Context: an optimization exercise on an open-source flow, tuned for small area. The choices shown serve that exercise and are no tape-out recipe.
In this exercise RTL edits were held to simulation tests only and were not proved equivalent to the original.
The flow treats the clock pin as an ideal source. Dropping or thinning the clock tree relies on that and would not hold on a real chip.
Power and IR drop assume default switching activity.

## user_logic
module user_logic
(
  IR_signal,
  Interrupt,
  Bus2IP_Clk,
  Bus2IP_Reset,
  Bus2IP_Data,
  Bus2IP_BE,
  Bus2IP_RdCE,
  Bus2IP_WrCE,
  IP2Bus_Data,
  IP2Bus_RdAck,
  IP2Bus_WrAck,
  IP2Bus_Error
);
parameter C_SLV_DWIDTH                   = 32;
parameter C_NUM_REG                      = 3;
input                                     IR_signal;
output                                    Interrupt;
input                                     Bus2IP_Clk;
input                                     Bus2IP_Reset;
input      [0 : C_SLV_DWIDTH-1]           Bus2IP_Data;
input      [0 : C_SLV_DWIDTH/8-1]         Bus2IP_BE;
input      [0 : C_NUM_REG-1]              Bus2IP_RdCE;
input      [0 : C_NUM_REG-1]              Bus2IP_WrCE;
output     [0 : C_SLV_DWIDTH-1]           IP2Bus_Data;
output                                    IP2Bus_RdAck;
output                                    IP2Bus_WrAck;
output                                    IP2Bus_Error;
  localparam [11:0] Y_RST  = 12'b100110100010;
  localparam [11:0] Y_A    = 12'b111011101000;
  localparam [11:0] Y_E    = 12'b000101110111;
  localparam [11:0] M_E    = 12'b111101111011;
  localparam [11:0] Y_T    = 12'b101110111000;
  localparam [11:0] M_T    = 12'b111111011100;
  localparam [11:0] Y_W    = 12'b111011100010;
  localparam [11:0] M_W    = 12'b111101110011;
  reg  [11:0] y;
  wire te = ((y & M_E) == (Y_E & M_E));
  wire tt = ((y & M_T) == (Y_T & M_T));
  wire tw = ((y & M_W) == (Y_W & M_W));
  always @(posedge Bus2IP_Clk)
    if (Bus2IP_Reset)  y <= Y_RST;
    else if (tw)       y <= Y_A;
    else               y <= {y[10:0], y[11] ^ y[10] ^ y[9] ^ y[3]};
  reg ir_d;
  always @(posedge Bus2IP_Clk)
    ir_d <= IR_signal;
  wire lvl_low  = ~ir_d & ~IR_signal;
  wire lvl_high =  ir_d &  IR_signal;
  ...
For scale: roughly 540 cells after synthesis, roughly 97 flip-flops, roughly 81 I/O pins, roughly 4600 um^2 of cells after synthesis.
clock: 10.0 ns
lec_check: 0
cap_margin: 20
core_margin: 2
core_utilization: 40
slew_margin: 20
standard.sh (not shown) runs the stock make flow with config.mk's settings and CLKGATE_MAP_FILE= SYNTH_SCRIPT=/design/flow/synth_recipe.tcl, a recipe that flattens the netlist after the stock synthesis.
==> flow/flow/run.sh <==
#!/bin/bash
set -euo pipefail
cd "$(dirname "$0")/.."
bash standard.sh \
  BUFFER_PORTS_ARGS="-buffer_cell sky130_fd_sc_hd__buf_1" \
  CTS_ARGS="-sink_clustering_enable -repair_clock_nets -dont_use_dummy_load -buf_list sky130_fd_sc_hd__clkbuf_8" \
  finish > flow_make.log 2>&1
The baseline ran to the end with no violations.
Next try:
==> flow/run.sh (new file) <==
#!/bin/bash
# synth_recipe.tcl (not shown) runs the flow's synth.tcl, then flattens the netlist and writes it again
# the make line also repeats each setting of config.mk as NAME=value (left out here)
make -C /OpenROAD-flow-scripts/flow DESIGN_CONFIG=/design/flow/config.mk WORK_HOME=/design/flow/orfs CLKGATE_MAP_FILE= SYNTH_SCRIPT=/design/flow/synth_recipe.tcl finish
ABC_AREA = 1   (was not set)
removed: flow/flow/run.sh
removed: flow/standard.sh
Worst hold slack is worse by 14 ps.
Combinational power goes up by 29%.
Wire length goes up by 9.8%.
Power goes up by 29%.
Next try:
==> flow/flow/run.sh (new file) <==
#!/bin/bash
set -euo pipefail
cd "$(dirname "$0")/.."
bash standard.sh \
  BUFFER_PORTS_ARGS="-buffer_cell sky130_fd_sc_hd__buf_1" \
  CTS_ARGS="-sink_clustering_enable -repair_clock_nets -dont_use_dummy_load -sink_clustering_size 50 -sink_clustering_max_diameter 300 -buf_list sky130_fd_sc_hd__clkbuf_8" \
  finish > flow_make.log 2>&1
==> flow/standard.sh (new file) <==
#!/bin/bash
# synth_recipe.tcl (not shown) runs the flow's synth.tcl, then flattens the netlist and writes it again
# the make line also repeats each setting of config.mk as NAME=value (left out here)
make -C /OpenROAD-flow-scripts/flow DESIGN_CONFIG=/design/flow/config.mk WORK_HOME=/design/flow/orfs CLKGATE_MAP_FILE= SYNTH_SCRIPT=/design/flow/synth_recipe.tcl "${@:-finish}"
ABC_AREA = not set   (was 1)
GPL_TIMING_DRIVEN = 0   (was not set)
removed: flow/run.sh
Outcome: Register-to-register slack got worse by 700 ps. Setup slack improved by 280 ps. Power goes down by 22%. Final area goes down by 14%.
Next try:
==> flow/run.sh (new file) <==
#!/bin/bash
# synth_recipe.tcl (not shown) runs the flow's synth.tcl, then flattens the netlist and writes it again
# the make line also repeats each setting of config.mk as NAME=value (left out here)
make -C /OpenROAD-flow-scripts/flow DESIGN_CONFIG=/design/flow/config.mk WORK_HOME=/design/flow/orfs CLKGATE_MAP_FILE= SYNTH_SCRIPT=/design/flow/synth_recipe.tcl finish
GPL_TIMING_DRIVEN = not set   (was 0)
removed: flow/flow/run.sh
removed: flow/standard.sh
The changed run ran to the end with no violations.
Worst hold slack gets worse by 3.5 ps.
Core utilization went up by 4.0 points.
Final cell count went down by a few percent.

user_logic, a different RTL version from the one above (not shown whole).
Size in the first run: ~350 cells after synthesis, roughly 3900 µm² of cells after synthesis.
==> flow/config.mk <==
export PLATFORM = sky130hd
export DESIGN_NAME = user_logic
export DESIGN_NICKNAME = user_logic
export VERILOG_FILES = /design/flow/design.v
export SDC_FILE = /design/flow/constraint.sdc
export NUM_CORES = 4
export LEC_CHECK = 0
export CAP_MARGIN = 20
export CORE_MARGIN = 2
export CORE_UTILIZATION = 65
export SLEW_MARGIN = 20
export SYNTH_HIERARCHICAL = 1
==> flow/constraint.sdc <==
create_clock -name core_clock -period 10.0 [get_ports {Bus2IP_Clk}]
set_input_delay 2.0000 -clock core_clock [delete_from_list [all_inputs] [get_ports {Bus2IP_Clk}]]
set_output_delay 2.0000 -clock core_clock [all_outputs]
set_load 0.01 [all_outputs]
==> flow/flow/run.sh <==
#!/bin/bash
# The standard layout (standard synthesis unchanged) with three changes:
#  * port buffers are buf_1 instead of the default clkdlybuf4s50_1;
#  * the clock tree is rebuilt after CTS by clock_tree.tcl (POST_CTS hook):
#    CLK_NBUF buffers of type CLK_BUF_CELL, each fed from the clock port;
#  * CTS itself inserts no dummy loads.
# The full make output goes to flow_make.log in the work folder; ORFS's own
# per-step logs are under orfs/logs.
set -euo pipefail
cd "$(dirname "$0")/.."
export CLK_NBUF=3
export CLK_BUF_CELL=sky130_fd_sc_hd__clkbuf_16
bash standard.sh \
  BUFFER_PORTS_ARGS="-buffer_cell sky130_fd_sc_hd__buf_1" \
  CTS_ARGS="-sink_clustering_enable -repair_clock_nets -dont_use_dummy_load -buf_list sky130_fd_sc_hd__clkbuf_8" \
  POST_CTS_TCL="$(pwd)/flow/clock_tree.tcl" \
  finish > flow_make.log 2>&1
==> flow/flow/clock_tree.tcl <==
set nbuf [expr {[info exists ::env(CLK_NBUF)] ? $::env(CLK_NBUF) : 4}]
set balance [expr {[info exists ::env(CLK_BALANCE)] ? $::env(CLK_BALANCE) : 1}]
set bcell [expr {[info exists ::env(CLK_BUF_CELL)] ? $::env(CLK_BUF_CELL) : "sky130_fd_sc_hd__clkbuf_8"}]
set block [ord::get_db_block]
set clkport [$block findBTerm Bus2IP_Clk]
set clknet [$clkport getNet]
# walk the tree from the port: collect buffers and sinks
set sinks {}
set bufs {}
set todo [list $clknet]
while {[llength $todo]} {
  set net [lindex $todo 0]; set todo [lrange $todo 1 end]
  foreach it [$net getITerms] {
    set inst [$it getInst]
    if {![$it isInputSignal] && [$it getIoType] ne "INPUT"} { continue }
    set m [[$inst getMaster] getName]
    if {[string match "*clkbuf*" $m] || [string match "*clkinv*" $m]} {
      lappend bufs $inst
      lappend todo [[$inst findITerm X] getNet]
    } else {
      lappend sinks $it
    }
  }
}
foreach b $bufs {
  set on [[$b findITerm X] getNet]
  foreach it [$b getITerms] { if {[$it getNet] ne "NULL"} { $it disconnect } }
  odb::dbInst_destroy $b
  if {$on ne "NULL" && $on ne $clknet && [llength [$on getITerms]] == 0} { odb::dbNet_destroy $on }
}
foreach it $sinks { if {[$it getNet] ne "NULL"} { $it disconnect } }
# k-means on sink locations
set pts {}
foreach it $sinks {
  set bb [[$it getInst] getBBox]
  lappend pts [list [expr {([$bb xMin]+[$bb xMax])/2.0}] [expr {([$bb yMin]+[$bb yMax])/2.0}]]
}
set n [llength $pts]
set cents {}
set sorted [lsort -real -index 0 $pts]
for {set k 0} {$k < $nbuf} {incr k} { lappend cents [lindex $sorted [expr {int(($k+0.5)*$n/$nbuf)}]] }
for {set iter 0} {$iter < 50} {incr iter} {
  # balanced assignment: each buffer takes at most cap sinks; the sinks with
  # the most to lose from a second choice pick first
  set cap [expr {$balance ? ($n + $nbuf - 1) / $nbuf : $n}]
  set order {}
  set i 0
  foreach p $pts {
    set ds {}
    for {set k 0} {$k < $nbuf} {incr k} {
      set c [lindex $cents $k]
      lappend ds [expr {abs([lindex $p 0]-[lindex $c 0]) + abs([lindex $p 1]-[lindex $c 1])}]
    }
    set sd [lsort -real $ds]
    lappend order [list $i [expr {[lindex $sd 1] - [lindex $sd 0]}] $ds]
    incr i
  }
  set asg [lrepeat $n 0]
  set used [lrepeat $nbuf 0]
  foreach o [lsort -real -decreasing -index 1 $order] {
    set ds [lindex $o 2]
    set best -1; set bd 1e30
    for {set k 0} {$k < $nbuf} {incr k} {
      if {[lindex $used $k] < $cap && [lindex $ds $k] < $bd} { set bd [lindex $ds $k]; set best $k }
    }
    lset asg [lindex $o 0] $best
    lset used $best [expr {[lindex $used $best] + 1}]
  }
  set nc {}
  for {set k 0} {$k < $nbuf} {incr k} {
    set sx 0; set sy 0; set cnt 0
    foreach p $pts a $asg { if {$a == $k} { set sx [expr {$sx+[lindex $p 0]}]; set sy [expr {$sy+[lindex $p 1]}]; incr cnt } }
    if {$cnt} { lappend nc [list [expr {$sx/$cnt}] [expr {$sy/$cnt}]] } else { lappend nc [lindex $cents $k] }
  }
  set cents $nc
}
set master [[ord::get_db] findMaster $bcell]
for {set k 0} {$k < $nbuf} {incr k} {
  set b [odb::dbInst_create $block $master "clkbuf_leaf_$k"]
  set c [lindex $cents $k]
  $b setLocation [expr {int([lindex $c 0])}] [expr {int([lindex $c 1])}]
  $b setPlacementStatus PLACED
  set net [odb::dbNet_create $block "clknet_leaf_$k"]
  $net setSigType CLOCK
  [$b findITerm A] connect $clknet
  [$b findITerm X] connect $net
  set cnt 0
  foreach it $sinks a $asg { if {$a == $k} { $it connect $net; incr cnt } }
  puts "clk4: buffer $k ($bcell) drives $cnt sinks"
}
puts "clk4: removed [llength $bufs] CTS buffers, [llength $sinks] sinks"
detailed_placement
check_placement -verbose
==> next run, changes <==
--- a/flow/flow/run.sh
+++ b/flow/flow/run.sh
@@ -5 +5,2 @@
-#    CLK_NBUF buffers of type CLK_BUF_CELL, each fed from the clock port;
+#    one inverter (CLK_ROOT_INV) on the clock port feeding CLK_NBUF
+#    inverters (CLK_BUF_CELL), each driving one group of flip-flops;
@@ -12 +13,2 @@
-export CLK_BUF_CELL=sky130_fd_sc_hd__clkbuf_16
+export CLK_BUF_CELL=sky130_fd_sc_hd__inv_12
+export CLK_ROOT_INV=sky130_fd_sc_hd__inv_4
--- a/flow/flow/clock_tree.tcl
+++ b/flow/flow/clock_tree.tcl
@@ -4,0 +5,2 @@
+proc uniq_inst {n} { set b [ord::get_db_block]; while {[$b findInst $n] ne "NULL"} { append n "_r" }; return $n }
+proc uniq_net {n} { set b [ord::get_db_block]; while {[$b findNet $n] ne "NULL"} { append n "_r" }; return $n }
@@ -77,0 +80,14 @@
+set feed $clknet
+if {[info exists ::env(CLK_ROOT_INV)] && $::env(CLK_ROOT_INV) ne ""} {
+  # an inverter pair: one inverter at the centre of the sinks feeds the
+  # leaf inverters, so the sinks see the clock's own polarity
+  set sx 0; set sy 0
+  foreach c $cents { set sx [expr {$sx + [lindex $c 0]}]; set sy [expr {$sy + [lindex $c 1]}] }
+  set r [odb::dbInst_create $block [[ord::get_db] findMaster $::env(CLK_ROOT_INV)] [uniq_inst "clkinv_root"]]
+  $r setLocation [expr {int($sx/$nbuf)}] [expr {int($sy/$nbuf)}]
+  $r setPlacementStatus PLACED
+  set feed [odb::dbNet_create $block [uniq_net "clknet_root_n"]]
+  $feed setSigType CLOCK
+  [$r findITerm A] connect $clknet
+  [$r findITerm Y] connect $feed
+}
@@ -79 +95 @@
-  set b [odb::dbInst_create $block $master "clkbuf_leaf_$k"]
+  set b [odb::dbInst_create $block $master [uniq_inst "clkbuf_leaf_$k"]]
@@ -83 +99 @@
-  set net [odb::dbNet_create $block "clknet_leaf_$k"]
+  set net [odb::dbNet_create $block [uniq_net "clknet_leaf_$k"]]
@@ -85,2 +101,4 @@
-  [$b findITerm A] connect $clknet
-  [$b findITerm X] connect $net
+  [$b findITerm A] connect $feed
+  set out [$b findITerm X]
+  if {$out eq "NULL"} { set out [$b findITerm Y] }
+  $out connect $net
The changed run ran to the end with no violations.
Final area went down by about 0.47%.
Clock skew barely changes.
Total power went down by 1.6%.
Combinational power hardly moves.
In every run of this note, the design's own scripts or RTL, not TritonCTS, make the clock network.

## port drivers added, routing unchanged
The results above use ideal ports. As a check the final layouts listed here were re-extracted and re-timed, cells and wires unchanged.
Step 1 assumes that a clkbuf_16 drives the clock port and a buf_2 every other input.
Step 2 also shifts input and output timing later by t, the mid clock arrival at the registers, as if the neighbouring blocks saw the same clock.
Three values: ideal ports, drivers, drivers and shift; two values: the first two.
| run | t (ns) | slack for setup (ns) | worst setup path after step 2 | latest minus earliest clock arrival (ns) | slew at the worst register clock pin (ns) |
|---|---|---|---|---|---|
| the first run of note 1 | 0.390 | 4.490 / 4.468 / 4.468 | input to output | 0.023 / 0.023 | 0.10 / 0.10 |
| the second run of note 1 | 0.384 | 3.876 / 3.852 / 3.852 | input to output | 0.006 / 0.006 | 0.07 / 0.07 |
| the third run of note 1 | 0.394 | 4.156 / 4.132 / 4.132 | input to output | 0.017 / 0.018 | 0.09 / 0.09 |
| the fourth run of note 1 | 0.366 | 3.764 / 3.733 / 3.733 | input to output | 0.008 / 0.008 | 0.07 / 0.07 |
| the first run of note 2 | 0.230 | 3.036 / 3.036 / 3.036 | register to register | 0.009 / 0.009 | 0.12 / 0.12 |
| the second run of note 2 | 0.256 | 3.054 / 3.054 / 3.054 | register to register | 0.011 / 0.011 | 0.11 / 0.11 |
After both steps setup and hold are still met in every run listed. For the fourth run of note 1, which loses most, drivers alone change the setup slack by -0.031 ns; drivers and shift together by -0.031 ns.
